From an optimization exercise on the open Yosys and OpenROAD flow, aimed at small area and a short achievable clock period; shortcuts taken in it are not production practice.
The RTL was checked by simulation tests, not by an equivalence proof against the original design.
No activity file was given, so power comes from the tool's default toggle rates.

## flow/design.v (module list and top-level ports; edited modules follow where they fit)
// module fir_filter: 904 lines
// module fir_fa: 6 lines
// module fir_pg: 6 lines
module fir_filter (clk, reset, x, y);
  // ...
==> flow/flow/run.sh <==
#!/bin/bash
set -euo pipefail
export SETUP_SLACK_MARGIN=5.3
export BUFFER_PORTS_ARGS="-buffer_cell sky130_fd_sc_hd__buf_2"
bash standard.sh > make_finish.log 2>&1
==> flow/standard.sh <==
#!/bin/bash
# synth_recipe.tcl (not shown) runs the flow's synth.tcl, then flattens the netlist and writes it again
# the make line also repeats each setting of config.mk as NAME=value (left out here)
make -C /OpenROAD-flow-scripts/flow DESIGN_CONFIG=/design/flow/config.mk WORK_HOME=/design/flow/orfs CLKGATE_MAP_FILE= SYNTH_SCRIPT=/design/flow/synth_recipe.tcl "${@:-finish}"
==> flow/config.mk <==
export PLATFORM = sky130hd
export DESIGN_NAME = fir_filter
export DESIGN_NICKNAME = fir_filter
export VERILOG_FILES = /design/flow/design.v
export SDC_FILE = /design/flow/constraint.sdc
export NUM_CORES = 4
export LEC_CHECK = 0
export ABC_AREA = 1
export ABC_CLOCK_PERIOD_IN_PS = 2500
export CAP_MARGIN = 20
export CORE_MARGIN = 2
export CORE_UTILIZATION = 40
export CTS_BUF_LIST = sky130_fd_sc_hd__clkbuf_16
export CTS_CLUSTER_DIAMETER = 90
export CTS_CLUSTER_SIZE = 32
export SLEW_MARGIN = 20
export SYNTH_HIERARCHICAL = 1
export SYNTH_MINIMUM_KEEP_SIZE = 0
==> flow/constraint.sdc <==
create_clock -name core_clock -period 8.0 [get_ports {clk}]
set_input_delay 1.6000 -clock core_clock [delete_from_list [all_inputs] [get_ports {clk}]]
set_output_delay 1.6000 -clock core_clock [all_outputs]
set_load 0.01 [all_outputs]
==> flow_summary.ini, run 1 <==
[status]
outcome = timing/DRC/antenna clean

[cells_and_area]
fin_util = 0.445
multi_input_area_share = 0.395
fillers = 4438
num-clock-buffers = 23

[power]
switching_share = 0.358
internal-power_uw = 5170

[sta]
fin_skew_ns = 0.0229
holdWs_ns = 0.360
hold_viol = 0

[critical_path]
start_kind = flip-flop
worstSetupPathDepth = 1
path_class = reg -> out
cp.arrival_ns = 1.13
r2r-start = h2[11]

[global_routing]
gr-usage-met1 = 0.206
antenna_found_initial = 0
grt_util_met3 = 0.0150

[floorplan]
die_area_mm2 = 0.0535
initial_core_util = 0.404

[placed_design]
dp_cells = 1915

[yosys]
syn_area_mm2 = 0.0207
synth_top_family_by_area = adder cells
ys_async_sr_fraction = 1.00
synthTopCellsByArea = dfrtp_1 53%, fa_1 37%, inv_1 3.3%, ha_1 3.2%, xnor2_1 0.59%
synthSimpleGateAreaFrac = 0.0159
synth_compound_area_frac = 0.00587

[detailed_routing]
routed.top_layer = met4

[clock_network]
clk_latency_ns = 0.57
cts_resized = 3
==> inputs of run 2 (changes only) <==
--- a/flow/config.mk
+++ b/flow/config.mk
@@ -7,3 +7,2 @@
 export LEC_CHECK = 0
-export ABC_AREA = 1
 export ABC_CLOCK_PERIOD_IN_PS = 2500
@@ -15,2 +14,3 @@
 export CTS_CLUSTER_SIZE = 32
+export PLACE_DENSITY = 0.75
 export SLEW_MARGIN = 20
==> run 2 against run 1 <==
Setup slack better by 0.036 ns. First-iteration DRC count up 11%. Clock skew up 0.017 ns. Via count up 2.8%. Utilization down 0.14 points. Count of clock-buffer cells in the layout down 2. Sequential power about the same. Die area about the same. Global-route usage up 0.063 points. Flip-flop and latch count unchanged. Non-clock buffer count up 5. Wire length up 1.9%.
==> flow_summary.ini, run 2 <==
[status]
outcome = timing/DRC/antenna clean

[floorplan]
row_count = 83
initial_core_util = 0.404
die_h_um = 231
die_area_mm2 = 0.0535
ios = 66
die_x_um = 231
core_area_mm2 = 0.0512

[sta]
period_share = 0.337
worstMarginPinSlew_ns = 0.960
max_freq_mhz = 371
layout_min_cycle_time_ns = 2.70
fin_skew_ns = 0.0399
setup_viol = 0
setup_tns_ns = 0
final_max_slew_viol_count = 0
grt_setup_unrepaired = true
maxSlewHeadroom = 0.356
fin_ws_ns = 5.30
hold_viol = 0

[critical_path]
crit_slowest_cell = dfrtp_1
worst-path-buf-inv = 1
crit_family = flip-flops
start_kind = flip-flop
critical_path.cell_chain = buf_2
cp.arrival_ns = 1.10
cp_max_fo = 1
max_stage_delay_ns = 0.39
endpoint_kind = primary output
path_class = reg -> out
cp.required_ns = 6.40

[yosys]
ys_seq_area_frac = 0.532
synth_cells = 1146
synth_ff_type = dfrtp_1
syn_area_mm2 = 0.0207
syn_avg_cell_area_um2 = 18.0
ys_ff_latch = 439
synth_edf_count = 0
ys_async_sr_fraction = 1.00
synthTopCellsByArea = dfrtp_1 53%, fa_1 37%, ha_1 3.2%, inv_1 3.1%, xnor2_1 0.64%
yosysTopAreaCell = dfrtp_1
synth-warning-count = 7
synth_top_cell_area_share = 0.528
synth_nets = 1620
synth_commonest_cells = 436 x dfrtp_1, 387 x fa_1, 171 x inv_1
synth_cell_types = 33
yosysMostFrequentCell = dfrtp_1

[cells_and_area]
fin_util = 0.443
final_area_mm2 = 0.0227
mostFrequentLayoutCell = dfrtp_1
syn2layout_area_growth_pct = 9.86
ff_latch_area_mm2 = 0.0110
nNetsFinal = 1718
fillers = 4324
layout_common_cells = 434 x dfrtp_1, 387 x fa_1, 175 x inv_1
drive_above_1_share = 0.102
multi_input_area_mm2 = 0.00908

[power]
power_density_mw_per_mm2 = 353
irDropWorstVdd_uv = 220
power.leakage_uw = 0.0101
finalPower_uw = 8010

[detailed_routing]
wl_um = 31800
num_vias = 8610
wl_per_cell_um = 16.4
postRouteAntennaNets = 0
drt-initial-drc-count = 535
drc = 0
vias_per_cell = 4.44
dr.pass1.iters = 4

[clock_network]
clk_pin_slew_ns = 0.12
cts_hold_buf = 0
clk_latency_ns = 0.56
clock_path_buffers = 3
cts_made_buffers = 20
cts_tree = done
cts-root-buf = clkbuf_16
htree_num_levels = 1
cts_sinks = 439

[global_routing]
antenna_found_initial = 6
grt_pass1_wl_um = 54200
globalRouteTotalUtil = 0.129
grt_max_degree = 183
grt_pass1_vias = 10300
overflow = 0

[placed_design]
place_hpwl_um = 25000
portBuffers = 65
gp_congestion = 0.758
dp_slack_ns = 4.50
placed_area_mm2 = 0.0219

[worst_hold_path]
hp-class = reg -> reg

[flow_run]
max_cap_viol_count = 0
==> run 2: changes by cell type after synthesis, sizes merged, moves of 2 or more <==
| cell | before | now |
|---|---|---|
| nand2 | 37 | 10 |
| inv | 184 | 171 |
| o21ai | 0 | 8 |
| a211oi | 0 | 4 |
| a31o | 4 | 0 |
| a21o | 2 | 5 |
| a31oi | 0 | 2 |
| and4 | 0 | 2 |
| nor2 | 20 | 18 |
| o211ai | 0 | 2 |
==> run 2: power by group <==
part | total, uW | internal, uW | leakage (uW) | switching [uW]
Sequential | 3230 | 2930 | 0.00511 | 300
Combinational | 3540 | 1710 | 0.00469 | 1830
Clock | 1240 | 515 | 0.000338 | 722
Total | 8010 | 5160 | 0.0101 | 2850
==> run 2: through the flow <==
stage	hold WS, ns	instances
final	0.351	1939
after global routing	0.367	1937
after CTS	0.351	1932
after detailed placement	0.337	1895
after global placement	0.335	1895
after floorplan	0.331	1146
==> run 2: worst paths after layout <==
| check | start | end | slack [ns] | cells past startpoint |
|---|---|---|---|---|
| max | y_reg[3] | y[3] | 5.30 | 1 |
| min | h5[12] | h6[12] | 0.35 | 0 |
| max reg2reg | q0[1] | q1[5] | 5.37 | 6 |
| min reg2reg | h5[12] | h6[12] | 0.35 | 0 |
| max in group asynchronous | reset | h5[4] | 5.62 | 3 |
| min in group asynchronous | reset | q1[22] | 1.13 | 2 |
==> run 2: area by class of cell <==
type,instances,share of cell area
Timing Repair Buffer,75,0.0199
Sequential cell,439,0.484
Timing Repair inverter,1,0.000220
Multi-Input combinational cell,536,0.400
Tap cell,680,0.0375
Clock inverter,14,0.00634
Antenna cell,2,0.000220
Clock buffer,21,0.0231
Inverter,171,0.0284
==> run 2: kinds of logic after synthesis <==
logic type / after synthesis / synth area share
AOI/OAI and AO/OA: 38 / 0.0134
xor gates and xnor gates: 15 / 0.00636
adders and majority gates: 440 / 0.407
buffers and inverters: 171 / 0.0311
DFF: 439 / 0.532
other: 1 / 0.000181
and+or+nand+nor: 42 / 0.0103
==> run 2: timing repair <==
item                                    CTS  global route
cloned                                    0             1
endpoints found under the setup margin  116           406
pin swaps                                 9            10
endpoints found under the hold margin     0             0
resized for setup                         8             9
buffers inserted                          2             4
==> run 2: metal layers <==
layer / track usage / vias to the layer above / share of wire
met5: 0 / - / 0.00072
met4: 0.0256 / 4 / 0.018
met3: 0.0191 / 39 / 0.039
met2: 0.209 / 108 / 0.50
met1: 0.187 / 4836 / 0.44
li1: - / 3623 / -
==> run 2: per-module statistics from Yosys (local to each module, per instance) <==
module,copies in the design,flops+latches
fir_fa,387,0
fir_filter,1,439
fir_pg,1,0
==> inputs of run 3 (changes only) <==
--- a/flow/config.mk
+++ b/flow/config.mk
@@ -14,3 +14,4 @@
 export CTS_CLUSTER_SIZE = 32
-export PLACE_DENSITY = 0.75
+export GPL_ROUTABILITY_DRIVEN = 0
+export GPL_TIMING_DRIVEN = 0
 export SLEW_MARGIN = 20
==> run 3 against run 2 <==
Still clean. Setup slack got worse by 0.038 ns. Sequential power barely moved. Cell count grew 0.41%. Synthesized area did not move. Global-route usage up 0.58 points. Largest cell class unchanged. Highest routed layer unchanged.
==> flow_summary.ini, run 3 <==
[yosys]
synth_edf_count = 0
synth_commonest_cells = 436 x dfrtp_1, 387 x fa_1, 171 x inv_1
synth_cells = 1146
ys_ff_latch = 439
synthTopCellsByArea = dfrtp_1 53%, fa_1 37%, ha_1 3.2%, inv_1 3.1%, xnor2_1 0.64%
synth-warning-count = 7
synth_top_cell_area_share = 0.528
synth_cell_types = 33
syn_avg_cell_area_um2 = 18.0
ys_async_sr_fraction = 1.00
synth_ff_type = dfrtp_1
yosysTopAreaCell = dfrtp_1
synth_nets = 1620
yosysMostFrequentCell = dfrtp_1
syn_area_mm2 = 0.0207
ys_seq_area_frac = 0.532

[sta]
final_max_slew_viol_count = 0
fin_ws_ns = 5.27
max_freq_mhz = 366
fin_skew_ns = 0.0212
maxSlewHeadroom = 0.555
layout_min_cycle_time_ns = 2.73
setup_viol = 0
grt_setup_unrepaired = true
hold_viol = 0
period_share = 0.342
worstMarginPinSlew_ns = 0.663

[critical_path]
cp.required_ns = 6.40
cp.arrival_ns = 1.13
max_stage_delay_ns = 0.43
critical_path.cell_chain = buf_2
cp_max_fo = 1
start_kind = flip-flop
crit_family = flip-flops
crit_slowest_cell = dfrtp_1
path_class = reg -> out
worst-path-buf-inv = 1
endpoint_kind = primary output

[placed_design]
portBuffers = 65
placed_area_mm2 = 0.0221
dp_slack_ns = 4.66
place_hpwl_um = 26000
dp_cells = 1904

[floorplan]
ios = 66
die_h_um = 231
die_area_mm2 = 0.0535
die_x_um = 231
initial_core_util = 0.404
row_count = 83
core_area_mm2 = 0.0512

[cells_and_area]
fin_util = 0.448
nNetsFinal = 1727
mostFrequentLayoutCell = dfrtp_1
drive_above_1_share = 0.110
layout_common_cells = 434 x dfrtp_1, 387 x fa_1, 174 x inv_1
final_area_mm2 = 0.0229
syn2layout_area_growth_pct = 11.0
final-instance-count-excl-fill = 1947

[global_routing]
grt_pass1_wl_um = 56000
grt_max_degree = 37
antenna_found_initial = 4
globalRouteTotalUtil = 0.134
overflow = 0
grt_pass1_vias = 10300

[clock_network]
cts_sinks = 439
clk_latency_ns = 0.54
cts_tree = done
clock_path_buffers = 3
clk_pin_slew_ns = 0.11
htree_num_levels = 1
cts_made_buffers = 20
cts-root-buf = clkbuf_16

[detailed_routing]
drt-initial-drc-count = 438
wl_um = 32500
vias_per_cell = 4.37
wl_per_cell_um = 16.7
drc = 0
num_vias = 8506
dr.pass1.iters = 4
postRouteAntennaNets = 0

[power]
power.leakage_uw = 0.0103
power_density_mw_per_mm2 = 354
irDropWorstVdd_uv = 180

[status]
outcome = timing/DRC/antenna clean

[flow_run]
max_cap_viol_count = 0

[worst_hold_path]
hp-class = reg -> reg
-- run 3: Yosys stat by module (local to each module, per instance) --
module | area (um^2) | flops+latches
fir_fa | 20.0 | 0
fir_filter | 12500 | 439
fir_pg | 400 | 0
-- run 3: metrics by stage --
| stage | TNS, ns | power [uW] | hold WS [ns] |
|---|---|---|---|
| final | 0 | 8130 | 0.362 |
| after global routing | 0 | 9070 | 0.369 |
| after CTS | 0 | 8270 | 0.365 |
| after detailed placement | 0 | 6910 | 0.337 |
| after global placement | -777.25 | 6780 | 0.334 |
| after floorplan | 0 | 5860 | 0.331 |
-- run 3: routing by layer --
metal  GRT usage  wire (um)  vias to the layer above
li1            -          -                     3632
met1       0.211      15700                     4760
met2       0.201      15100                       86
met3      0.0213       1300                       24
met4      0.0234        357                        4
met5           0         27                        -
-- run 3: final timing paths --
check	from	endpoint	slack [ns]	depth (start not counted)
worst max-delay path	y_reg[14]	y[14]	5.27	1
worst min-delay path	r0[0]	q1[0]	0.36	0
worst max register to register	q0[1]	y_reg[29]	5.39	11
worst min register to register	r0[0]	q1[0]	0.36	0
max in group asynchronous	reset	h5[7]	5.76	7
min in group asynchronous	reset	q1[27]	1.12	3
-- run 3: repair_timing --
action	in CTS	in global routing
gates resized for setup	2	11
buffers inserted	2	4
pin swaps	3	13
setup endpoints to repair	43	37
hold buffers	0	0
cloned	1	0
-- run 3: where the power goes --
part	internal [uW]	total (uW)	leakage (uW)	switching (uW)
Sequential	2930	3230	0.00511	304
Combinational	1730	3590	0.00478	1860
Clock	579	1310	0.000360	731
Total	5230	8130	0.0103	2900
-- run 3: cell type report --
| type | count | area [um^2] |
|---|---|---|
| clock buffers | 21 | 526 |
| fillers | 4420 | 28300 |
| diodes | 1 | 2.50 |
| well taps | 680 | 851 |
| repair buffers | 84 | 644 |
| multi-input cells | 536 | 9090 |
| inverters | 171 | 646 |
| repair inverters | 1 | 5.00 |
| flip-flops and latches | 439 | 11000 |
| clock inverters | 14 | 189 |
-- run 3: cell families (layout without fill, tap and decap cells) --
kind of cell	count (synthesis)	in the layout	synth area share
AO/OA/AOI/OAI	38	38	0.0134
buffers and inverters	171	291	0.0311
adder cells (fa/ha/maj)	440	440	0.407
AND/OR/NAND/NOR	42	42	0.0103
other	1	2	0.000181
flip-flops	439	439	0.532
XOR/XNOR	15	15	0.00636
==> inputs of run 4 (changes only) <==
--- a/flow/config.mk
+++ b/flow/config.mk
@@ -10,3 +10,3 @@
 export CORE_MARGIN = 2
-export CORE_UTILIZATION = 40
+export CORE_UTILIZATION = 52
 export CTS_BUF_LIST = sky130_fd_sc_hd__clkbuf_16
@@ -14,4 +14,2 @@
 export CTS_CLUSTER_SIZE = 32
-export GPL_ROUTABILITY_DRIVEN = 0
-export GPL_TIMING_DRIVEN = 0
 export SLEW_MARGIN = 20
==> run 4 against run 3 <==
Still clean. Synthesized area did not move. First-iteration DRC count shrank 20%. Wire length grew 3.6%. Global-route usage up 4.4 points. Maximum frequency down 0.40%. Sequential power about the same. Non-clock buffer count down 6. Critical path type unchanged. Power down 1.7%.
==> flow_summary.ini, run 4 <==
[status]
outcome = timing/DRC/antenna clean

[cells_and_area]
drive_above_1_share = 0.0980
fillers = 3071
mostFrequentLayoutCell = dfrtp_1
syn2layout_area_growth_pct = 8.78
nNetsFinal = 1718
layout_common_cells = 434 x dfrtp_1, 387 x fa_1, 173 x inv_1

[detailed_routing]
vias_per_cell = 4.79
num_vias = 8537
wl_per_cell_um = 18.9
wl_um = 33700
drt-initial-drc-count = 352
drc = 0
dr.pass1.iters = 6
postRouteAntennaNets = 0

[critical_path]
start_kind = flip-flop
endpoint_kind = primary output
cp.required_ns = 6.40
path_class = reg -> out
crit_family = flip-flops
r2r_slack_ns = 5.35
cp.arrival_ns = 1.15
crit_slowest_cell = dfrtp_1
max_stage_delay_ns = 0.44
cp_max_fo = 1
critical_path.cell_chain = buf_2
worst-path-buf-inv = 1

[yosys]
syn_avg_cell_area_um2 = 18.0
synth-warning-count = 7
yosysTopAreaCell = dfrtp_1
synthTopCellsByArea = dfrtp_1 53%, fa_1 37%, ha_1 3.2%, inv_1 3.1%, xnor2_1 0.64%
synth_top_cell_area_share = 0.528
synth_cell_types = 33
synth_ff_type = dfrtp_1
synth_nets = 1620
synth_commonest_cells = 436 x dfrtp_1, 387 x fa_1, 171 x inv_1
ys_seq_area_frac = 0.532
syn_area_mm2 = 0.0207
synth_cells = 1146
synth_edf_count = 0
ys_ff_latch = 439
ys_async_sr_fraction = 1.00
yosysMostFrequentCell = dfrtp_1

[sta]
layout_min_cycle_time_ns = 2.75
final_max_slew_viol_count = 0
holdWs_ns = 0.353
fin_skew_ns = 0.0171
worstMarginPinSlew_ns = 0.612
period_share = 0.343
grt_setup_unrepaired = true
setup_viol = 0
setup_tns_ns = 0
max_freq_mhz = 364
maxSlewHeadroom = 0.592
hold_viol = 0

[clock_network]
clk_pin_slew_ns = 0.12
cts_sinks = 439
clk_latency_ns = 0.54
cts-root-buf = clkbuf_16
cts_tree = done
clock_path_buffers = 3
cts_hold_buf = 0
htree_num_levels = 1
cts_made_buffers = 18

[power]
power_density_mw_per_mm2 = 355
irDropWorstVdd_uv = 144
power.leakage_uw = 0.0101

[placed_design]
place_hpwl_um = 26500
gp_congestion = 0.784
portBuffers = 65

[worst_hold_path]
hp-class = reg -> reg

[floorplan]
row_count = 73
initial_core_util = 0.524
core_area_mm2 = 0.0395
die_area_mm2 = 0.0414
ios = 66
die_x_um = 203
die_h_um = 203

[global_routing]
grt_pass1_vias = 10400
globalRouteTotalUtil = 0.179
antenna_found_initial = 0
grt_max_degree = 140
grt_pass1_wl_um = 56200
overflow = 0

[flow_run]
max_cap_viol_count = 0
==> run 4: cell counts after synthesis <==
No cell type changed its count.
==> run 4: worst paths after layout <==
| path | from | end | depth (start not counted) |
|---|---|---|---|
| setup / recovery | y_reg[24] | y[24] | 1 |
| hold / removal | h1[31] | h2[31] | 0 |
| setup reg to reg | q0[1] | y_reg[19] | 14 |
| hold reg to reg | h1[31] | h2[31] | 0 |
| max in group asynchronous | reset | q0[27] | 4 |
| min in group asynchronous | reset | y_reg[3] | 2 |
==> run 4: per-module statistics from Yosys (local to each module, per instance) <==
module,cells,flip-flops and latches,area [um^2],times used
fir_filter,727,439,12500,1
fir_pg,32,0,400,1
fir_fa,1,0,20.0,387
==> run 4: cell type report <==
class                   count  area (um^2)  share of cell area
diodes                      2         5.00            0.000223
clock buffers              19          475              0.0211
clock inverters            12         70.1             0.00312
inverters                 171          646              0.0287
multi-input cells         536         9090               0.404
flip-flops and latches    439        11000               0.489
well taps                 525          657              0.0292
repair buffers             78          551              0.0245
==> run 4: repair_timing <==
action                                  CTS  global route
gates resized for setup                  20            16
endpoints found under the setup margin  362           304
buffers inserted                          2             4
gates cloned                              0             1
pin swaps                                 3             5
==> run 4: report_power, final <==
part | total [uW] | internal [uW] | switching (uW)
sequential | 3260 | 2930 | 328
clock | 1110 | 446 | 669
combinational | 3620 | 1730 | 1890
==> run 4: stage by stage <==
step / instance area, um^2 / std cells / total power, uW / worst slack [ns] / utilization
6_report: 22500 / 1782 / 7990 / 5.25 / 0.570
5_1_grt: 22500 / 1780 / 8840 / 5.22 / 0.570
4_1_cts: 22300 / 1775 / 8160 / 5.23 / 0.566
3_5_place_dp: 21700 / 1742 / 6980 / 4.44 / 0.550
3_3_place_gp: 21700 / 1742 / 6810 / 4.48 / 0.550
2_1_floorplan: 20700 / 1146 / 5860 / 0.471 / -
==> run 4: routing by layer <==
metal  vias up  wire (um)  GRT usage  share of wire
li1       3615          -          -              -
met1      4841      15500      0.265           0.46
met2        58      17100      0.300           0.51
met3        23        641     0.0176          0.019
met4         0        452     0.0282          0.013
met5         -          0          0              0
==> run 4: worst register-to-register path: stages, from the launching register on <==
cell      delay [ns]
dfrtp_2         0.45
ha_4            0.28
ha_4            0.12
o211ai_1        0.08
buf_4           0.17
a211oi_4        0.23
a21oi_2         0.05
buf_6           0.13
o21ai_4         0.28
buf_4           0.18
nand3_1         0.07
nand2_1         0.07
ha_1            0.13
nor2_1          0.05
xnor2_1         0.25
==> run 4: cell families after synthesis <==
| logic type | share of synthesized area |
|---|---|
| compound gates | 0.0134 |
| xor+xnor | 0.00636 |
| fa+ha+maj | 0.407 |
| buf+inv | 0.0311 |
| flops | 0.532 |
| other cells | 0.000181 |
| simple gates | 0.0103 |
==> inputs of run 5 (changes only) <==
--- a/flow/config.mk
+++ b/flow/config.mk
@@ -10,6 +10,6 @@
 export CORE_MARGIN = 2
-export CORE_UTILIZATION = 52
+export CORE_UTILIZATION = 40
 export CTS_BUF_LIST = sky130_fd_sc_hd__clkbuf_16
 export CTS_CLUSTER_DIAMETER = 90
-export CTS_CLUSTER_SIZE = 32
+export CTS_CLUSTER_SIZE = 28
 export SLEW_MARGIN = 20
==> run 5 against run 4 <==
Critical path depth stayed put. Wire length is 1.6% lower. Via count is 0.53% lower. Non-clock buffer count is 1 lower. Count of clock-buffer cells in the layout is 2 higher. Utilization is 13 points lower. Sequential share of layout area is 0.33 points lower. Setup slack better by 0.050 ns.
==> flow_summary.ini, run 5 <==
[detailed_routing]
wl_per_cell_um = 17.1
drc = 0
dr.pass1.iters = 5
vias_per_cell = 4.39
postRouteAntennaNets = 0
num_vias = 8492
wl_um = 33100
drt-initial-drc-count = 497

[yosys]
syn_avg_cell_area_um2 = 18.0
synth-warning-count = 7
synthTopCellsByArea = dfrtp_1 53%, fa_1 37%, ha_1 3.2%, inv_1 3.1%, xnor2_1 0.64%
synth_commonest_cells = 436 x dfrtp_1, 387 x fa_1, 171 x inv_1
yosysTopAreaCell = dfrtp_1
synth_edf_count = 0
synth_ff_type = dfrtp_1
synth_top_cell_area_share = 0.528
ys_ff_latch = 439
synth_cells = 1146
yosysMostFrequentCell = dfrtp_1
syn_area_mm2 = 0.0207
ys_async_sr_fraction = 1.00
synth_nets = 1620
synth_cell_types = 33
ys_seq_area_frac = 0.532

[floorplan]
core_area_mm2 = 0.0512
ios = 66
initial_core_util = 0.404
die_area_mm2 = 0.0535
die_h_um = 231
row_count = 83
die_x_um = 231

[global_routing]
globalRouteTotalUtil = 0.136
grt_pass1_wl_um = 56800
grt_max_degree = 89
grt_pass1_vias = 10300
overflow = 0
antenna_found_initial = 4

[sta]
fin_skew_ns = 0.0305
period_share = 0.337
setup_viol = 0
final_max_slew_viol_count = 0
layout_min_cycle_time_ns = 2.70
max_freq_mhz = 371
worstMarginPinSlew_ns = 0.627
hold_viol = 0
setup_tns_ns = 0
maxSlewHeadroom = 0.582
grt_setup_unrepaired = true
fin_ws_ns = 5.30

[critical_path]
cp.arrival_ns = 1.10
path_class = reg -> out
endpoint_kind = primary output
r2r_cells = 12
rr_endpoint = y_reg[31]
r2r-start = q0[1]
max_stage_delay_ns = 0.41
start_kind = flip-flop
cp.required_ns = 6.40
worst-path-buf-inv = 1
r2r_slack_ns = 5.40
crit_path_start = y_reg[15]
crit_slowest_cell = dfrtp_1
cp_max_fo = 1
critical_path.cell_chain = buf_2
crit_family = flip-flops

[clock_network]
clock_path_buffers = 3
clk_pin_slew_ns = 0.11
clk_latency_ns = 0.55
cts-root-buf = clkbuf_16
cts_tree = done
htree_num_levels = 1
cts_sinks = 439
cts_made_buffers = 20

[placed_design]
dp_slack_ns = 4.33
place_hpwl_um = 25800
portBuffers = 65
gp_congestion = 0.736

[cells_and_area]
mostFrequentLayoutCell = dfrtp_1
fillers = 4419
drive_above_1_share = 0.0941
syn2layout_area_growth_pct = 9.52
ff_latch_area_mm2 = 0.0110
multi_input_area_mm2 = 0.00904
nNetsFinal = 1719
layout_common_cells = 434 x dfrtp_1, 387 x fa_1, 177 x inv_1
n_antenna_cell = 0

[power]
irDropWorstVdd_uv = 166
finalPower_uw = 7960
power_density_mw_per_mm2 = 352
power.leakage_uw = 0.0101

[worst_hold_path]
min_to = h5[31]
hp-class = reg -> reg
hold_start = h4[31]
min_path_cells = 0

[status]
outcome = timing/DRC/antenna clean

[flow_run]
max_cap_viol_count = 0
## run 5: cell counts after synthesis
Identical to the previous run, type by type.
## run 5: logic make-up (layout without fill, tap and decap cells)
| logic type | count (synthesis) | after routing | share of synthesized area |
|---|---|---|---|
| AO/OA/AOI/OAI | 38 | 38 | 0.0134 |
| XOR/XNOR | 15 | 15 | 0.00636 |
| adder cells (fa/ha/maj) | 440 | 440 | 0.407 |
| buffers and inverters | 171 | 279 | 0.0311 |
| flip-flops | 439 | 439 | 0.532 |
| other | 1 | 1 | 0.000181 |
| AND/OR/NAND/NOR | 42 | 42 | 0.0103 |
## run 5: stage by stage
stage | instances | hold slack [ns] | utilization | instance area, um^2
floorplan | 1146 | 0.331 | - | 20700
global placement | 1896 | 0.331 | 0.428 | 21900
detailed placement | 1896 | 0.336 | 0.428 | 21900
CTS | 1929 | 0.361 | 0.441 | 22600
global route | 1934 | 0.377 | 0.442 | 22600
finish | 1934 | 0.358 | 0.442 | 22600
## run 5: worst max-delay path by stage
| stage | endpoint | depth (start not counted) |
|---|---|---|
| after floorplan | h0[10] | 1 |
| after global placement | h6[9] | 4 |
| after detailed placement | h4[9] | 4 |
| after CTS | h5[27] | 4 |
| after global routing | y[15] | 1 |
| final | y[15] | 1 |
## run 5: final cells by class
type | count | area share
clock buffer | 21 | 0.0232
clock inverter | 10 | 0.00321
inverter | 171 | 0.0285
multi-input combinational | 536 | 0.399
sequential | 439 | 0.486
tap | 680 | 0.0376
timing repair buffer | 77 | 0.0224
## run 5: what timing repair did
item,4_1_cts,5_1_grt
gates resized for setup,5,11
gates cloned,1,0
pin swaps,1,6
buffers inserted,1,5
endpoints found under the setup margin,342,317
hold buffers,0,0
## run 5: routing by layer
metal / vias up / part of all wire / global-route usage / wire (um)
li1: 3616 / - / - / -
met1: 4744 / 0.49 / 0.214 / 16400
met2: 89 / 0.45 / 0.198 / 14900
met3: 37 / 0.040 / 0.0250 / 1310
met4: 6 / 0.015 / 0.0272 / 495
met5: - / 0.0014 / 0 / 46
## run 5: report_power, final
part	total, uW	internal [uW]	leakage, uW	switching, uW
combinational	3550	1710	0.00471	1840
sequential	3240	2930	0.00511	312
clock	1180	489	0.000312	688
total	7960	5130	0.0101	2840
## run 5: per-module statistics from Yosys, one instance, submodules excluded
module	cells inside	flip-flops and latches	cell area, um^2	copies in the design
fir_pg	32	0	400	1
fir_filter	727	439	12500	1
fir_fa	1	0	20.0	387
==> inputs of run 6 (changes only) <==
--- a/flow/config.mk
+++ b/flow/config.mk
@@ -13,3 +13,3 @@
 export CTS_CLUSTER_DIAMETER = 90
-export CTS_CLUSTER_SIZE = 28
+export CTS_CLUSTER_SIZE = 32
 export SLEW_MARGIN = 20
==> run 6 against run 5 <==
Register-to-register slack improved by 0.05 ns. Highest routed layer unchanged. Via count barely moved. Sequential power barely moved. Count of clock-buffer cells in the layout fell by 2.
==> flow_summary.ini, run 6 <==
[cells_and_area]
layout_common_cells = 434 x dfrtp_1, 387 x fa_1, 175 x inv_1
drive_above_1_share = 0.0935
mostFrequentLayoutCell = dfrtp_1
nNetsFinal = 1716
n_antenna_cell = 0
syn2layout_area_growth_pct = 9.21

[critical_path]
cp_max_fo = 1
critical_path.cell_chain = buf_2
worst-path-buf-inv = 1
crit_family = flip-flops
crit_path_start = y_reg[15]
crit_slowest_cell = dfrtp_1
cp.arrival_ns = 1.08
path_class = reg -> out
max_stage_delay_ns = 0.41
r2r_slack_ns = 5.45
endpoint_kind = primary output
start_kind = flip-flop
cp.required_ns = 6.40
r2r-start = h2[12]

[placed_design]
place_hpwl_um = 25800
gp_congestion = 0.736
portBuffers = 65

[global_routing]
grt_pass1_vias = 10200
top_usage_layer = met1
globalRouteTotalUtil = 0.134
grt_util_met3 = 0.0246
grt_use_met2 = 0.194
gr-usage-met1 = 0.213
grt_max_degree = 175
antenna_found_initial = 4
grt_pass1_wl_um = 56300
overflow = 0

[yosys]
synth_top_family_by_area = adder cells
synth-warning-count = 7
synthSimpleGateAreaFrac = 0.0103
yosysMostFrequentCell = dfrtp_1
ys_ff_latch = 439
synth_cell_types = 33
ys_async_sr_fraction = 1.00
synth.mux.area_fraction = 0
syn_avg_cell_area_um2 = 18.0
synth_edf_count = 0
synth_top_cell_area_share = 0.528
syn_area_mm2 = 0.0207
synth_nets = 1620
synth_commonest_cells = 436 x dfrtp_1, 387 x fa_1, 171 x inv_1
synth_ff_type = dfrtp_1
synth_cells = 1146
synthTopCellsByArea = dfrtp_1 53%, fa_1 37%, ha_1 3.2%, inv_1 3.1%, xnor2_1 0.64%
synthAdderAreaFrac = 0.407
yosysTopAreaCell = dfrtp_1
ys_seq_area_frac = 0.532
synthXorXnorAreaFrac = 0.00636
synth_compound_area_frac = 0.0134

[floorplan]
die_h_um = 231
ios = 66
initial_core_util = 0.404
core_area_mm2 = 0.0512
die_x_um = 231
row_count = 83
die_area_mm2 = 0.0535

[sta]
setup_viol = 0
fin_skew_ns = 0.0203
maxSlewHeadroom = 0.582
hold_viol = 0
layout_min_cycle_time_ns = 2.68
worstMarginPinSlew_ns = 0.626
grt_setup_unrepaired = true
holdWs_ns = 0.359
final_max_slew_viol_count = 0
setup_tns_ns = 0
max_freq_mhz = 373
period_share = 0.335

[clock_network]
cts-root-buf = clkbuf_16
clock_path_buffers = 3
htree_num_levels = 1
clk_pin_slew_ns = 0.11
cts_tree = done
cts_made_buffers = 18
cts_sinks = 439
clk_latency_ns = 0.55

[detailed_routing]
postRouteAntennaNets = 0
drt-initial-drc-count = 426
wl_per_cell_um = 17.1
wl_um = 33000
drc = 0
num_vias = 8487
vias_per_cell = 4.40
dr.pass1.iters = 4

[status]
outcome = timing/DRC/antenna clean

[power]
power_density_mw_per_mm2 = 350
power.leakage_uw = 0.0101
irDropWorstVdd_uv = 158

[worst_hold_path]
hp-class = reg -> reg
hold_start = h4[31]

[flow_run]
max_cap_viol_count = 0
## run 6: cell counts after synthesis
No cell type changed its count.
## run 6: where the power goes
part	switching [uW]	total (uW)	leakage [uW]	internal (uW)
Sequential	311	3240	0.00511	2930
Clock	687	1140	0.000288	449
Combinational	1830	3530	0.00470	1700
Total	2830	7910	0.0101	5080
## run 6: repair_timing
action	in CTS	in global routing
hold buffers	0	0
gates cloned	0	1
endpoints found under the setup margin	345	401
gates resized for setup	1	13
pin swaps	0	7
setup buffers	0	5
## run 6: logic make-up after synthesis
group	count (synthesis)
xor gates and xnor gates	15
buffers and inverters	171
adders and majority gates	440
other	1
DFF	439
AOI/OAI and AO/OA	38
and+or+nand+nor	42
## run 6: per-layer routing
layer	up-vias	routed length [um]
met1	4747	16300
li1	3603	-
met5	-	46
met4	6	488
met2	96	14800
met3	35	1370
## run 6: cell type report
| class | instances | area, um^2 |
|---|---|---|
| inverters | 171 | 646 |
| clock inverters | 10 | 71.3 |
| multi-input cells | 536 | 9050 |
| flip-flops and latches | 439 | 11000 |
| clock buffers | 19 | 475 |
| well taps | 680 | 851 |
| fillers | 4441 | 28600 |
| repair buffers | 76 | 485 |
## run 6: worst paths after layout
path,endpoint,cells past startpoint
setup / recovery,y[15],1
hold / removal,h5[31],0
setup reg to reg,r1[16],5
hold reg to reg,h5[31],0
max in group asynchronous,t0[15],4
min in group asynchronous,q1[31],2
## run 6: stage by stage
step / instance area [um^2] / setup slack [ns] / util / std cells / total power (uW)
2_1_floorplan: 20700 / 0.471 / - / 1146 / 5860
3_3_place_gp: 21900 / 4.42 / 0.428 / 1896 / 6790
3_5_place_dp: 21900 / 4.33 / 0.428 / 1896 / 6930
4_1_cts: 22400 / 5.13 / 0.438 / 1925 / 8080
5_1_grt: 22600 / 5.25 / 0.441 / 1931 / 8840
6_report: 22600 / 5.32 / 0.441 / 1931 / 7910
## run 6: per-module statistics from Yosys (local to each module, per instance)
module / copies in the design / flip-flops and latches / cells inside / cell area [um^2]
fir_filter: 1 / 439 / 727 / 12500
fir_pg: 1 / 0 / 32 / 400
fir_fa: 387 / 0 / 1 / 20.0
==> inputs of run 7 (changes only) <==
==> flow/flow/run.sh (replaced) <==
#!/bin/bash
set -euo pipefail
export SETUP_SLACK_MARGIN=5.3
export BUFFER_PORTS_ARGS="-buffer_cell sky130_fd_sc_hd__buf_1"
bash standard.sh > make_finish.log 2>&1
==> run 7 against run 6 <==
Still clean. Setup slack worse by 0.015 ns. Global-route usage up 0.48 points. Non-clock buffer count decreased by 1. Die area stayed put. Via count hardly changed. Utilization decreased by 0.061 points. Hold slack got worse by 0.00070 ns. Synthesized area stayed put. Power grew 1.2%. Flip-flop and latch count unchanged. Critical path type unchanged.
==> flow_summary.ini, run 7 <==
[floorplan]
initial_core_util = 0.404
row_count = 83
die_area_mm2 = 0.0535
core_area_mm2 = 0.0512
die_h_um = 231
die_x_um = 231
ios = 66

[clock_network]
clk_pin_slew_ns = 0.12
cts_sinks = 439
clk_latency_ns = 0.55
cts_made_buffers = 19
cts_tree = done
cts-root-buf = clkbuf_16
cts_hold_buf = 0
clock_path_buffers = 3
htree_num_levels = 1

[critical_path]
crit_slowest_cell = dfrtp_1
critical_path.cell_chain = clkbuf_2
worst-path-buf-inv = 1
cp.arrival_ns = 1.10
max_stage_delay_ns = 0.42
path_class = reg -> out
crit_path_start = y_reg[10]
cp.required_ns = 6.40
endpoint_kind = primary output
start_kind = flip-flop
crit_family = flip-flops
cp_max_fo = 1
r2r-start = h2[6]

[global_routing]
grt_pass1_wl_um = 57600
grt_pass1_vias = 10300
overflow = 0
antenna_found_initial = 3
globalRouteTotalUtil = 0.139
grt_max_degree = 168

[cells_and_area]
final_area_mm2 = 0.0225
mostFrequentLayoutCell = dfrtp_1
drive_above_1_share = 0.0599
n_antenna_cell = 0
syn2layout_area_growth_pct = 9.06
nNetsFinal = 1716
fillers = 4445
fin_util = 0.440
layout_common_cells = 434 x dfrtp_1, 387 x fa_1, 175 x inv_1

[worst_hold_path]
hold_start = h4[31]
hp-class = reg -> reg

[sta]
hold_viol = 0
max_freq_mhz = 371
maxSlewHeadroom = 0.344
fin_ws_ns = 5.30
final_max_slew_viol_count = 0
period_share = 0.337
grt_setup_unrepaired = true
fin_skew_ns = 0.0223
layout_min_cycle_time_ns = 2.70
setup_viol = 0
worstMarginPinSlew_ns = 0.985
setup_tns_ns = 0

[power]
irDropWorstVdd_uv = 156
power_density_mw_per_mm2 = 355
power.leakage_uw = 0.00998

[yosys]
synth_edf_count = 0
synth_cell_types = 33
synth_top_cell_area_share = 0.528
ys_ff_latch = 439
synth_commonest_cells = 436 x dfrtp_1, 387 x fa_1, 171 x inv_1
syn_avg_cell_area_um2 = 18.0
yosysMostFrequentCell = dfrtp_1
synth_ff_type = dfrtp_1
synthTopCellsByArea = dfrtp_1 53%, fa_1 37%, ha_1 3.2%, inv_1 3.1%, xnor2_1 0.64%
syn_area_mm2 = 0.0207
ys_async_sr_fraction = 1.00
synth_cells = 1146
synth_nets = 1620
synth-warning-count = 7
ys_seq_area_frac = 0.532
yosysTopAreaCell = dfrtp_1

[detailed_routing]
num_vias = 8479
dr.pass1.iters = 4
postRouteAntennaNets = 0
vias_per_cell = 4.39
wl_um = 33800
drt-initial-drc-count = 342
wl_per_cell_um = 17.5
drc = 0

[status]
outcome = timing/DRC/antenna clean

[placed_design]
place_hpwl_um = 26800
dp_slack_ns = 4.72
gp_congestion = 0.772
placed_area_mm2 = 0.0218
portBuffers = 65

[flow_run]
max_cap_viol_count = 0
## run 7: changes by cell type in the layout (fill, tap and decap cells not counted), moves of 3 or more
cell      before  now
buf_12         0    3
clkinv_8       1    4
clkbuf_2       0   15
buf_2         61    1
buf_6          6    3
buf_1          0   46
## run 7: modules after synthesis (local to each module, per instance)
module,flops+latches,area (um^2)
fir_fa,0,20.0
fir_pg,0,400
fir_filter,439,12500
## run 7: power by group
| part | internal, uW | switching (uW) | total (uW) | leakage, uW |
|---|---|---|---|---|
| Combinational | 1710 | 1880 | 3590 | 0.00456 |
| Clock | 461 | 703 | 1160 | 0.000303 |
| Sequential | 2930 | 317 | 3250 | 0.00511 |
| Total | 5100 | 2900 | 8000 | 0.00998 |
## run 7: cells by family (layout without fill, tap and decap cells)
| group | count (synthesis) | count (layout) | share of synthesized area |
|---|---|---|---|
| buffers and inverters | 171 | 277 | 0.0311 |
| DFF | 439 | 439 | 0.532 |
| other | 1 | 1 | 0.000181 |
| AOI/OAI and AO/OA | 38 | 38 | 0.0134 |
| and+or+nand+nor | 42 | 42 | 0.0103 |
| adders and majority gates | 440 | 440 | 0.407 |
| xor gates and xnor gates | 15 | 15 | 0.00636 |
## run 7: path summary, 6_finish.rpt
path	slack, ns	to	cells after the start
max in group asynchronous	5.70	h0[13]	3
worst min register to register	0.36	h5[31]	0
worst min-delay path	0.36	h5[31]	0
worst max-delay path	5.30	y[10]	1
min in group asynchronous	1.03	r1[27]	2
worst max register to register	5.45	r1[10]	5
## run 7: per-layer routing
layer	track usage	routed length (um)	vias up	share of wire
met5	0	37	-	0.0011
met1	0.213	16300	4751	0.48
met3	0.0204	1170	34	0.035
met4	0.0294	571	6	0.017
li1	-	-	3610	-
met2	0.213	15700	78	0.46
## run 7: what timing repair did
| action | CTS | global route |
|---|---|---|
| cloned | 0 | 0 |
| endpoints found under the setup margin | 13 | 33 |
| setup buffers | 1 | 4 |
| endpoints found under the hold margin | 0 | 0 |
| gates resized for setup | 10 | 23 |
| pin swaps | 1 | 6 |
## run 7: final cells by class
class                      instances  area [um^2]  area share
clock buffer                      19          475      0.0211
clock inverter                    12          113     0.00500
inverter                         171          646      0.0286
multi-input combinational        536         9060       0.402
sequential                       439        11000       0.488
tap                              680          851      0.0377
timing repair buffer              75          399      0.0177
## run 7: metrics by stage
stage,total power [uW],std cells,hold WS [ns]
after global routing,8900,1932,0.372
after floorplan,5860,1146,0.331
after detailed placement,6950,1895,0.337
after global placement,6760,1895,0.333
after CTS,8160,1927,0.362
final,8000,1932,0.359
==> inputs of run 8 (changes only) <==
==> flow/flow/run.sh (replaced) <==
#!/bin/bash
set -euo pipefail
export SETUP_SLACK_MARGIN=5.3
export BUFFER_PORTS_ARGS="-buffer_cell sky130_fd_sc_hd__buf_2"
bash standard.sh > make_finish.log 2>&1
--- a/flow/config.mk
+++ b/flow/config.mk
@@ -12,4 +12,4 @@
 export CTS_BUF_LIST = sky130_fd_sc_hd__clkbuf_16
-export CTS_CLUSTER_DIAMETER = 90
-export CTS_CLUSTER_SIZE = 32
+export CTS_CLUSTER_DIAMETER = 80
+export CTS_CLUSTER_SIZE = 36
 export SLEW_MARGIN = 20
==> run 8 against run 7 <==
Global-route usage down 0.36 points. Sequential power hardly changed. First-iteration DRC count is 46% higher. Utilization grew 0.63 points. Non-clock buffer count is 1 higher. Clock skew is 0.00088 ns higher. Critical path type unchanged. Critical endpoint is now y[15]. Largest cell class unchanged. Largest power group unchanged.
==> flow_summary.ini, run 8 <==
[status]
outcome = timing/DRC/antenna clean

[yosys]
synth_commonest_cells = 436 x dfrtp_1, 387 x fa_1, 171 x inv_1
synth_ff_type = dfrtp_1
synthTopCellsByArea = dfrtp_1 53%, fa_1 37%, ha_1 3.2%, inv_1 3.1%, xnor2_1 0.64%
ys_ff_latch = 439
ys_seq_area_frac = 0.532
synth_top_cell_area_share = 0.528
synth_nets = 1620
synth_cell_types = 33
yosysMostFrequentCell = dfrtp_1
synth-warning-count = 7
yosysTopAreaCell = dfrtp_1
ys_async_sr_fraction = 1.00
synth_cells = 1146
syn_area_mm2 = 0.0207
synth_edf_count = 0
syn_avg_cell_area_um2 = 18.0

[power]
p_sw_uw = 2970
internal-power_uw = 5230
switching_share = 0.362
power.leakage_uw = 0.0102
power_density_mw_per_mm2 = 359
pwr-share-clk = 0.172
irDropWorstVdd_uv = 194
p_seq_frac = 0.395
combPwrFrac = 0.433

[placed_design]
place_hpwl_um = 25800
portBuffers = 65
placed_area_mm2 = 0.0219
gp_congestion = 0.736

[clock_network]
clock_path_buffers = 3
cts-root-buf = clkbuf_16
cts_made_buffers = 21
cts_hold_buf = 0
cts_sinks = 439
clk_latency_ns = 0.57
clk_pin_slew_ns = 0.12
cts_tree = done
htree_num_levels = 1

[cells_and_area]
mostFrequentLayoutCell = dfrtp_1
drive_above_1_share = 0.105
nNetsFinal = 1719
n_antenna_cell = 0
final_area_mm2 = 0.0229
layout_common_cells = 434 x dfrtp_1, 387 x fa_1, 170 x inv_1
syn2layout_area_growth_pct = 10.6

[global_routing]
grt_max_degree = 89
grt_use_met2 = 0.199
overflow = 0
top_usage_layer = met1
antenna_found_initial = 4
globalRouteTotalUtil = 0.135
gr-usage-met1 = 0.212
grt_pass1_wl_um = 56500
grt_pass1_vias = 10300
grt_util_met3 = 0.0250

[sta]
grt_setup_unrepaired = true
fin_skew_ns = 0.0232
worstMarginPinSlew_ns = 0.628
max_freq_mhz = 366
setup_tns_ns = 0
period_share = 0.342
setup_viol = 0
layout_min_cycle_time_ns = 2.73
final_max_slew_viol_count = 0
hold_viol = 0
maxSlewHeadroom = 0.581

[critical_path]
worst-path-buf-inv = 1
max_stage_delay_ns = 0.42
cp.arrival_ns = 1.13
cp.required_ns = 6.40
start_kind = flip-flop
crit_slowest_cell = dfrtp_1
cp_max_fo = 1
path_class = reg -> out
endpoint_kind = primary output
critical_path.cell_chain = buf_2
crit_family = flip-flops

[detailed_routing]
wl_um = 32900
vias_per_cell = 4.36
num_vias = 8459
drt-initial-drc-count = 501
dr.pass1.iters = 4
wl_per_cell_um = 17.0
drc = 0
postRouteAntennaNets = 0

[floorplan]
ios = 66
die_h_um = 231
die_x_um = 231
die_area_mm2 = 0.0535
initial_core_util = 0.404
row_count = 83
core_area_mm2 = 0.0512

[flow_run]
max_cap_viol_count = 0

[worst_hold_path]
hp-class = reg -> reg
-- run 8: cell counts after synthesis --
No cell type changed its count.
-- run 8: worst paths after layout --
| check | from | end | slack [ns] | cells after the start |
|---|---|---|---|---|
| setup / recovery | y_reg[15] | y[15] | 5.27 | 1 |
| hold / removal | h4[31] | h5[31] | 0.36 | 0 |
| setup reg to reg | q0[1] | r1[5] | 5.46 | 5 |
| hold reg to reg | h4[31] | h5[31] | 0.36 | 0 |
| max in group asynchronous | reset | h3[4] | 5.62 | 4 |
| min in group asynchronous | reset | q1[31] | 0.95 | 2 |
-- run 8: per-module statistics from Yosys, one instance, submodules excluded --
module      cells  flops+latches  copies in the design
fir_pg         32              0                     1
fir_filter    727            439                     1
fir_fa          1              0                   387
-- run 8: power groups by stage --
stage	clock [uW]	sequential (uW)	combinational (uW)
6_report	1410	3240	3550
5_1_grt	1550	3310	4270
4_1_cts	1470	3250	3660
3_5_place_dp	0	3300	3630
3_3_place_gp	0	3290	3490
2_1_floorplan	0	3260	2600
-- run 8: cells by family after synthesis --
logic type                 count (synthesis)  synth area share
other                                      1          0.000181
buffers and inverters                    171            0.0311
DFF                                      439             0.532
and+or+nand+nor                           42            0.0103
AOI/OAI and AO/OA                         38            0.0134
adders and majority gates                440             0.407
xor gates and xnor gates                  15           0.00636
-- run 8: per-stage QoR --
step	total power, uW	instances	utilization	hold slack [ns]	setup WS (ns)
floorplan	5860	1146	-	0.331	0.471
global placement	6790	1896	0.428	0.331	4.42
detailed placement	6930	1896	0.428	0.336	4.33
finish	8200	1940	0.447	0.363	5.27
global route	9130	1940	0.447	0.381	5.22
CTS	8380	1936	0.445	0.366	5.24
-- run 8: what timing repair did --
action                     in CTS  in global routing
buffers inserted                1                  4
pin swaps                       1                  9
cloned                          1                  0
gates resized for setup         6                 12
setup endpoints to repair     365                331
hold endpoints to repair        0                  0
-- run 8: layout make-up --
cell class / instances / area [um^2]
flip-flops and latches: 439 / 11000
inverters: 171 / 646
multi-input cells: 536 / 9050
fillers: 4410 / 28300
clock buffers: 21 / 526
well taps: 680 / 851
repair buffers: 76 / 505
clock inverters: 17 / 287
-- run 8: per-layer routing --
layer,share of wire,wire length [um]
met1,0.49,16200
met2,0.45,14800
met3,0.042,1370
met4,0.015,510
met5,0.0014,46
==> inputs of run 9 (changes only) <==
==> flow/run.sh (new file) <==
#!/bin/bash
# synth_recipe.tcl (not shown) runs the flow's synth.tcl, then flattens the netlist and writes it again
# the make line also repeats each setting of config.mk as NAME=value (left out here)
make -C /OpenROAD-flow-scripts/flow DESIGN_CONFIG=/design/flow/config.mk WORK_HOME=/design/flow/orfs CLKGATE_MAP_FILE= SYNTH_SCRIPT=/design/flow/synth_recipe.tcl finish
--- a/flow/config.mk
+++ b/flow/config.mk
@@ -12,4 +12,5 @@
 export CTS_BUF_LIST = sky130_fd_sc_hd__clkbuf_16
-export CTS_CLUSTER_DIAMETER = 80
-export CTS_CLUSTER_SIZE = 36
+export CTS_CLUSTER_DIAMETER = 90
+export CTS_CLUSTER_SIZE = 32
+export SETUP_SLACK_MARGIN = 5.0
 export SLEW_MARGIN = 20
removed: flow/flow/run.sh
removed: flow/standard.sh
==> run 9 against run 8 <==
Still clean on timing, DRC and antenna. Synthesized area unchanged. Setup slack got worse by 0.10 ns. Wire length increased by 2.9%. Highest routed layer unchanged.
==> flow_summary.ini, run 9 <==
[clock_network]
clock_path_buffers = 3
cts_tree = done
htree_num_levels = 1
cts_sinks = 439
cts_made_buffers = 18
cts-root-buf = clkbuf_16
cts_hold_buf = 0
clk_latency_ns = 0.54
clk_pin_slew_ns = 0.11

[detailed_routing]
drc = 0
postRouteAntennaNets = 0
dr.pass1.iters = 4
wl_um = 33900
drt-initial-drc-count = 395
vias_per_cell = 4.37
num_vias = 8424
wl_per_cell_um = 17.6

[yosys]
synth_edf_count = 0
syn_avg_cell_area_um2 = 18.0
synthTopCellsByArea = dfrtp_1 53%, fa_1 37%, ha_1 3.2%, inv_1 3.1%, xnor2_1 0.64%
synth_nets = 1620
synth_top_cell_area_share = 0.528
ys_seq_area_frac = 0.532
syn_area_mm2 = 0.0207
synth_cells = 1146
synth-warning-count = 7
synth_commonest_cells = 436 x dfrtp_1, 387 x fa_1, 171 x inv_1
yosysMostFrequentCell = dfrtp_1
ys_ff_latch = 439
ys_async_sr_fraction = 1.00
synth_cell_types = 33
synth_ff_type = dfrtp_1
yosysTopAreaCell = dfrtp_1

[critical_path]
crit_slowest_cell = dfrtp_1
cp_max_fo = 1
path_class = reg -> out
r2r-start = q0[9]
cp.required_ns = 6.40
start_kind = flip-flop
rr_endpoint = y_reg[23]
r2r_cells = 10
r2r_slack_ns = 5.24
critical_path.cell_chain = dlygate4sd2_1
cp.arrival_ns = 1.24
worst-path-buf-inv = 1
max_stage_delay_ns = 0.39
crit_family = flip-flops
endpoint_kind = primary output

[cells_and_area]
nNetsFinal = 1712
drive_above_1_share = 0.0369
layout_common_cells = 436 x dfrtp_1, 387 x fa_1, 173 x inv_1
mostFrequentLayoutCell = dfrtp_1
fin_util = 0.445
n_antenna_cell = 0
syn2layout_area_growth_pct = 10.3

[floorplan]
initial_core_util = 0.404
ios = 66
die_x_um = 231
core_area_mm2 = 0.0512
row_count = 83
die_area_mm2 = 0.0535
die_h_um = 231

[sta]
fin_ws_ns = 5.16
worstMarginPinSlew_ns = 0.809
setup_tns_ns = 0
layout_min_cycle_time_ns = 2.84
period_share = 0.355
fin_skew_ns = 0.0144
max_freq_mhz = 352
maxSlewHeadroom = 0.460
hold_viol = 0
grt_setup_unrepaired = true
final_max_slew_viol_count = 0
setup_viol = 0

[placed_design]
portBuffers = 65
place_hpwl_um = 26900
dp_slack_ns = 4.32
gp_congestion = 0.760

[global_routing]
grt_pass1_wl_um = 57100
globalRouteTotalUtil = 0.138
grt_max_degree = 143
overflow = 0
grt_pass1_vias = 10200
antenna_found_initial = 3

[worst_hold_path]
min_path_cells = 0
hp-class = reg -> reg
hold_start = h4[31]
min_to = h5[31]

[power]
power.leakage_uw = 0.0101
irDropWorstVdd_uv = 163
finalPower_uw = 7950
power_density_mw_per_mm2 = 349

[status]
outcome = timing/DRC/antenna clean

[flow_run]
max_cap_viol_count = 0
[run 9: cell types whose count changed in the layout (fill, tap and decap cells not counted), moves of 3 or more]
cell and change:
inv_16 -4, buf_4 -3, buf_2 -59, dlygate4sd2_1 +32
inv_1 +3, buf_6 -6, clkdlybuf4s50_1 +33
[run 9: power breakdown]
| group | switching [uW] | internal (uW) | leakage, uW |
|---|---|---|---|
| combinational | 1850 | 1700 | 0.00471 |
| sequential | 315 | 2930 | 0.00511 |
| clock | 679 | 479 | 0.000285 |
[run 9: metrics by stage]
stage,std cells,hold slack (ns),area [um^2]
after floorplan,1146,0.331,20700
after global placement,1897,0.333,22200
after detailed placement,1897,0.337,22200
after CTS,1926,0.362,22800
after global routing,1927,0.370,22800
final,1927,0.358,22800
[run 9: kinds of logic (layout without fill, tap and decap cells)]
logic type / after synthesis / after routing / share of synthesized area
simple gates: 42 / 42 / 0.0103
fa+ha+maj: 440 / 440 / 0.407
xor+xnor: 15 / 15 / 0.00636
compound gates: 38 / 38 / 0.0134
flops: 439 / 439 / 0.532
other cells: 1 / 1 / 0.000181
buf+inv: 171 / 272 / 0.0311
[run 9: per-module statistics from Yosys, one instance, submodules excluded]
module | area, um^2 | flip-flops and latches
fir_pg | 400 | 0
fir_filter | 12500 | 439
fir_fa | 20.0 | 0
[run 9: routing by layer]
metal,track usage,share of wire,routed length [um]
met1,0.215,0.49,16600
met2,0.208,0.46,15400
met3,0.0212,0.037,1260
met4,0.0296,0.015,520
met5,0,0.00097,33
[run 9: worst max-delay path by stage]
stage | startpoint | to | slack [ns] | depth (start not counted)
global route | reset | r0[15] | 4.96 | 4
finish | y_reg[15] | y[15] | 5.16 | 1
detailed placement | reset | h2[6] | 4.32 | 4
floorplan | reset | h0[10] | 0.47 | 1
global placement | reset | h1[6] | 4.38 | 4
CTS | reset | t0[11] | 5.10 | 4
[run 9: layout make-up]
cell class | instances | area (um^2)
Inverter | 171 | 646
Tap cell | 680 | 851
Clock buffer | 19 | 475
Timing Repair Buffer | 72 | 708
Sequential cell | 439 | 11000
Clock inverter | 10 | 90.1
Fill cell | 4370 | 28400
Multi-Input combinational cell | 536 | 9040
[run 9: repair_timing]
item	4_1_cts	5_1_grt
hold endpoints to repair	0	0
buffers inserted	0	0
pin swaps	0	0
cloned	0	1
resized for setup	34	2
setup endpoints to repair	165	139

-- separate check: timing with driven ports --
No port has a modelled driver above. Below, the same layouts with a new extraction and two added sets of constraints.
Step 1 sets driving cells, clkbuf_16 on the clock port and buf_2 on the other inputs (assumed; they add their load-dependent delay and slew).
Step 2 also shifts input and output timing later by t, the mid clock arrival at the registers, as if the neighbouring blocks saw the same clock.
Three values: ideal ports, drivers, drivers and shift; two values: the first two.
run	shift t [ns]	setup slack, ns	worst hold slack (ns)	worst register clock-pin slew, ns	worst data-port slew with drivers (ns)
run 1	0.615	5.267 / 5.210 / 4.983	0.360 / 0.360 / 0.360	0.11 / 0.11	0.09
run 2	0.593	5.303 / 5.252 / 5.050	0.351 / 0.351 / 0.351	0.12 / 0.12	0.15
run 3	0.593	5.265 / 5.212 / 5.149	0.362 / 0.362 / 0.362	0.12 / 0.12	0.13
run 4	0.583	5.254 / 5.203 / 5.003	0.353 / 0.353 / 0.353	0.12 / 0.12	0.08
run 5	0.587	5.305 / 5.251 / 5.067	0.358 / 0.358 / 0.358	0.11 / 0.11	0.13
run 6	0.589	5.317 / 5.265 / 5.055	0.359 / 0.359 / 0.359	0.12 / 0.12	0.13
run 7	0.589	5.301 / 5.248 / 5.081	0.359 / 0.359 / 0.359	0.12 / 0.12	0.12
run 8	0.609	5.265 / 5.213 / 5.042	0.363 / 0.363 / 0.363	0.12 / 0.12	0.13
run 9	0.589	5.162 / 5.111 / 4.666	0.358 / 0.358 / 0.358	0.12 / 0.12	0.12
After both steps setup and hold are still met in every run listed. For run 9, which loses most, drivers alone change the setup slack by -0.051 ns; drivers and shift together by -0.496 ns. The worst setup slack also covers recovery checks on asynchronous resets.
